What follows belongs to an exercise in optimizing a design on an open flow for small area, a short achievable clock period and few clock cycles per item; a production flow would make more cautious choices.
Only simulation tests tie the RTL to the original design; equivalence was not proved.

## run 1
// calc
module calc (
                  input [7:0]  inpA ,
                  input [7:0]  inpB ,
                  input [01:0] inpOpType ,
                  output[15:0] outC  ,
                  input        iValid ,
                  output       iStall ,
                  input        oStall ,
                  output       oValid ,
                  input        clk ,
                  input        rstn
                  ) ;
   reg         v0, v1, vo, vs ;
   reg         nvo, nvs ;
   reg  [7:0]  a0, b0 ;
   reg  [1:0]  op0 ;
   reg         dv1 ;           
   reg  [19:0] r1 ;
   reg  [15:0] ro, rs ;
   wire        frz  = ~nvs ;              
   wire        take = ~oStall | nvo ;     
   wire        sub  = op0[0] ;
   wire [7:0]  bx   = b0 ^ {8{sub}} ;
   wire [8:0]  ac ;
   wire [7:0]  as ;
   assign ac[0] = sub ;
   genvar j ;
   generate
     for (j = 0; j < 8; j = j + 1) begin : g_as
       assign as[j]   = a0[j] ^ bx[j] ^ ac[j] ;
       assign ac[j+1] = (a0[j] & bx[j]) | (a0[j] & ac[j]) | (bx[j] & ac[j]) ;
     end
   endgenerate
   wire        ov   = ac[8] ^ sub ;           
   wire [15:0] r_as = {{7{ov & sub}}, ov, as} ;
   wire [15:0] r_mul ;
   wire m_pp0_0 = a0[0] & b0[0];
   wire m_pp0_1 = a0[0] & b0[1];
   wire m_pp0_2 = a0[0] & b0[2];
   wire m_pp0_3 = a0[0] & b0[3];
   wire m_pp0_4 = a0[0] & b0[4];
   wire m_pp0_5 = a0[0] & b0[5];
   wire m_pp0_6 = a0[0] & b0[6];
   wire m_pp0_7 = a0[0] & b0[7];
   wire m_pp1_0 = a0[1] & b0[0];
   wire m_pp1_1 = a0[1] & b0[1];
   wire m_pp1_2 = a0[1] & b0[2];
   wire m_pp1_3 = a0[1] & b0[3];
   wire m_pp1_4 = a0[1] & b0[4];
   wire m_pp1_5 = a0[1] & b0[5];
   wire m_pp1_6 = a0[1] & b0[6];
   wire m_pp1_7 = a0[1] & b0[7];
   wire m_pp2_0 = a0[2] & b0[0];
   wire m_pp2_1 = a0[2] & b0[1];
   wire m_pp2_2 = a0[2] & b0[2];
   wire m_pp2_3 = a0[2] & b0[3];
   wire m_pp2_4 = a0[2] & b0[4];
   wire m_pp2_5 = a0[2] & b0[5];
   wire m_pp2_6 = a0[2] & b0[6];
   wire m_pp2_7 = a0[2] & b0[7];
   wire m_pp3_0 = a0[3] & b0[0];
   wire m_pp3_1 = a0[3] & b0[1];
   wire m_pp3_2 = a0[3] & b0[2];
   wire m_pp3_3 = a0[3] & b0[3];
   wire m_pp3_4 = a0[3] & b0[4];
   wire m_pp3_5 = a0[3] & b0[5];
   wire m_pp3_6 = a0[3] & b0[6];
   wire m_pp3_7 = a0[3] & b0[7];
   wire m_pp4_0 = a0[4] & b0[0];
   wire m_pp4_1 = a0[4] & b0[1];
   wire m_pp4_2 = a0[4] & b0[2];
   wire m_pp4_3 = a0[4] & b0[3];
   wire m_pp4_4 = a0[4] & b0[4];
   wire m_pp4_5 = a0[4] & b0[5];
   wire m_pp4_6 = a0[4] & b0[6];
   wire m_pp4_7 = a0[4] & b0[7];
   wire m_pp5_0 = a0[5] & b0[0];
   wire m_pp5_1 = a0[5] & b0[1];
   wire m_pp5_2 = a0[5] & b0[2];
   wire m_pp5_3 = a0[5] & b0[3];
   wire m_pp5_4 = a0[5] & b0[4];
   wire m_pp5_5 = a0[5] & b0[5];
   wire m_pp5_6 = a0[5] & b0[6];
   wire m_pp5_7 = a0[5] & b0[7];
   wire m_pp6_0 = a0[6] & b0[0];
   wire m_pp6_1 = a0[6] & b0[1];
   wire m_pp6_2 = a0[6] & b0[2];
   wire m_pp6_3 = a0[6] & b0[3];
   wire m_pp6_4 = a0[6] & b0[4];
   wire m_pp6_5 = a0[6] & b0[5];
   wire m_pp6_6 = a0[6] & b0[6];
   wire m_pp6_7 = a0[6] & b0[7];
   wire m_pp7_0 = a0[7] & b0[0];
   wire m_pp7_1 = a0[7] & b0[1];
   wire m_pp7_2 = a0[7] & b0[2];
   wire m_pp7_3 = a0[7] & b0[3];
   wire m_pp7_4 = a0[7] & b0[4];
   wire m_pp7_5 = a0[7] & b0[5];
   wire m_pp7_6 = a0[7] & b0[6];
   wire m_pp7_7 = a0[7] & b0[7];
   wire m_w1 = m_pp0_6 ^ m_pp1_5;
   wire m_w2 = m_pp0_6 & m_pp1_5;
   wire m_w3 = m_pp0_7 ^ m_pp1_6 ^ m_pp2_5;
   wire m_w4 = (m_pp0_7 & m_pp1_6) | (m_pp0_7 & m_pp2_5) | (m_pp1_6 & m_pp2_5);
Size in the first run: ~490 cells after synthesis, ~77 flip-flops, about 40 I/O pins.
clock: 38.0 ns
lec_check: 0
cap_margin: 20
core_margin: 2
core_utilization: 40
cts_buf_list: sky130_fd_sc_hd__clkbuf_16
cts_cluster_diameter: 500
cts_cluster_size: 100
slew_margin: 20
standard.sh (not shown) runs the stock make flow with config.mk's settings and CLKGATE_MAP_FILE= SYNTH_SCRIPT=/design/flow/synth_recipe.tcl, a recipe that flattens the netlist after the stock synthesis.
==> flow/flow/run.sh <==
#!/bin/bash
# Layout flow: the standard layout (standard.sh) with two changes.
#  1. Synthesis is the standard synthesis run with Yosys's `synth -noabc`, so
#     the full adders written out in the RTL are found by extract_fa before any
#     ABC restructuring (saving the inverters ABC leaves between them). The
#     registers are the standard synthesis's: same cells, and renamed to the
#     standard synthesis's names (rename_regs.py checks that they pair one to
#     one). If they do not pair, the standard synthesis is used as it is.
#  2. The buffers on the input and output ports are buf_2 cells instead of
#     the flow's default choice, a delay cell (clkdlybuf4s50_1).
# Each step's output goes to a log file of its own in this folder; the ORFS
# tools' own logs are under orfs/logs.
set -euo pipefail
R=$(pwd)/orfs/results/sky130hd/calc/base

# the standard synthesis, kept for its register names
bash standard.sh synth > 1_standard_synth.log 2>&1
cp "$R/1_2_yosys.v" std_1_2_yosys.v

# the same synthesis without ABC in Yosys's synth
rm -f "$R/1_2_yosys.v" "$R/1_synth.odb" "$R/1_synth.sdc"
if bash standard.sh SYNTH_ARGS=-noabc "$R/1_2_yosys.v" > 2_noabc_synth.log 2>&1 &&
   python3 flow/rename_regs.py std_1_2_yosys.v "$R/1_2_yosys.v" renamed_1_2_yosys.v > 3_rename.log 2>&1; then
  cp renamed_1_2_yosys.v "$R/1_2_yosys.v"
else
  echo "no-abc synthesis not used" >> 3_rename.log
  cp std_1_2_yosys.v "$R/1_2_yosys.v"
fi
touch "$R/1_2_yosys.v"

bash standard.sh BUFFER_PORTS_ARGS="-buffer_cell sky130_fd_sc_hd__buf_2" SETUP_SLACK_MARGIN=29.75 finish > 4_layout.log 2>&1
Other scripts of this flow, unchanged in this note and not shown: flow/flow/rename_regs.py
Testbench counts of run 1, summed over its fixed seeds: cycles 12,024, items 12,000.
Input-level comparison between run 2 and run 1:
- clearing CTS_CLUSTER_DIAMETER, which used to be 500
- clearing CTS_CLUSTER_SIZE, which used to be 100
- swapping sky130_fd_sc_hd__clkbuf_16 for sky130_fd_sc_hd__clkbuf_8 in CTS_BUF_LIST
--- a/flow/flow/run.sh
+++ b/flow/flow/run.sh
@@ -30,2 +30,2 @@
 
-bash standard.sh BUFFER_PORTS_ARGS="-buffer_cell sky130_fd_sc_hd__buf_2" SETUP_SLACK_MARGIN=29.75 finish > 4_layout.log 2>&1
+bash standard.sh BUFFER_PORTS_ARGS="-buffer_cell sky130_fd_sc_hd__buf_2" SETUP_SLACK_MARGIN=29.55 finish > 4_layout.log 2>&1
--- outcome ---
- Relative to run 1, shortest clock period the worst path allows after layout has increased by 0.046 ns in run 2.
- In the flow results for run 1 and run 2, the wire length is larger on run 1.
- Looking at routed metal-1 wirelength, run 2 sits 4.3% above run 1.
- Compared with run 1, run 2 shows sequential share of layout area higher by 0.47 points.
- First-iteration DRC count, run 2 vs run 1: up by more than half
--- input diff run 2..run 3 ---
--- a/flow/flow/run.sh
+++ b/flow/flow/run.sh
@@ -30,2 +30,2 @@
 
-bash standard.sh BUFFER_PORTS_ARGS="-buffer_cell sky130_fd_sc_hd__buf_2" SETUP_SLACK_MARGIN=29.55 finish > 4_layout.log 2>&1
+bash standard.sh BUFFER_PORTS_ARGS="-buffer_cell sky130_fd_sc_hd__buf_4" SETUP_SLACK_MARGIN=29.75 finish > 4_layout.log 2>&1
==> run notes <==
- First-pass GRT wire length shrinks slightly when moving from run 2 to run 3.
- Compare run 2 and run 3 | routed length on met2 lower: run 2
- Delta (run 3 minus run 2): worst hold slack saw an increase, finished layout cell area went up 170 µm².

[re-timing with driven ports]
No port has a modelled driver above. Below, the same layouts with a new extraction and two added sets of constraints.
Step 1 sets driving cells, clkbuf_16 on the clock port and buf_2 on the other inputs (assumed; they add their load-dependent delay and slew).
Step 2 moves the port delays by t, midway between the first and last clock arrival at a register: inputs arrive t later, outputs are due t later. That takes back most of the time a late clock gives input paths.
a / b / c = ideal ports / drivers / drivers and shift; a / b = the first two.
run	t, ns	slack for setup (ns)	worst setup path at the end	clock arrival spread, ns	cell pins on the clock port's net
run 1	0.377	29.554 / 29.514 / 29.617	input to register	0.015 / 0.015	1
run 2	0.402	29.508 / 29.474 / 29.293	input to register	0.013 / 0.012	1
run 3	0.402	29.505 / 29.466 / 29.621	input to register	0.013 / 0.013	1
After both steps every run listed still meets setup and hold. The setup slack of run 2, which loses most, moves by -0.034 ns with the drivers and by -0.215 ns with both steps.
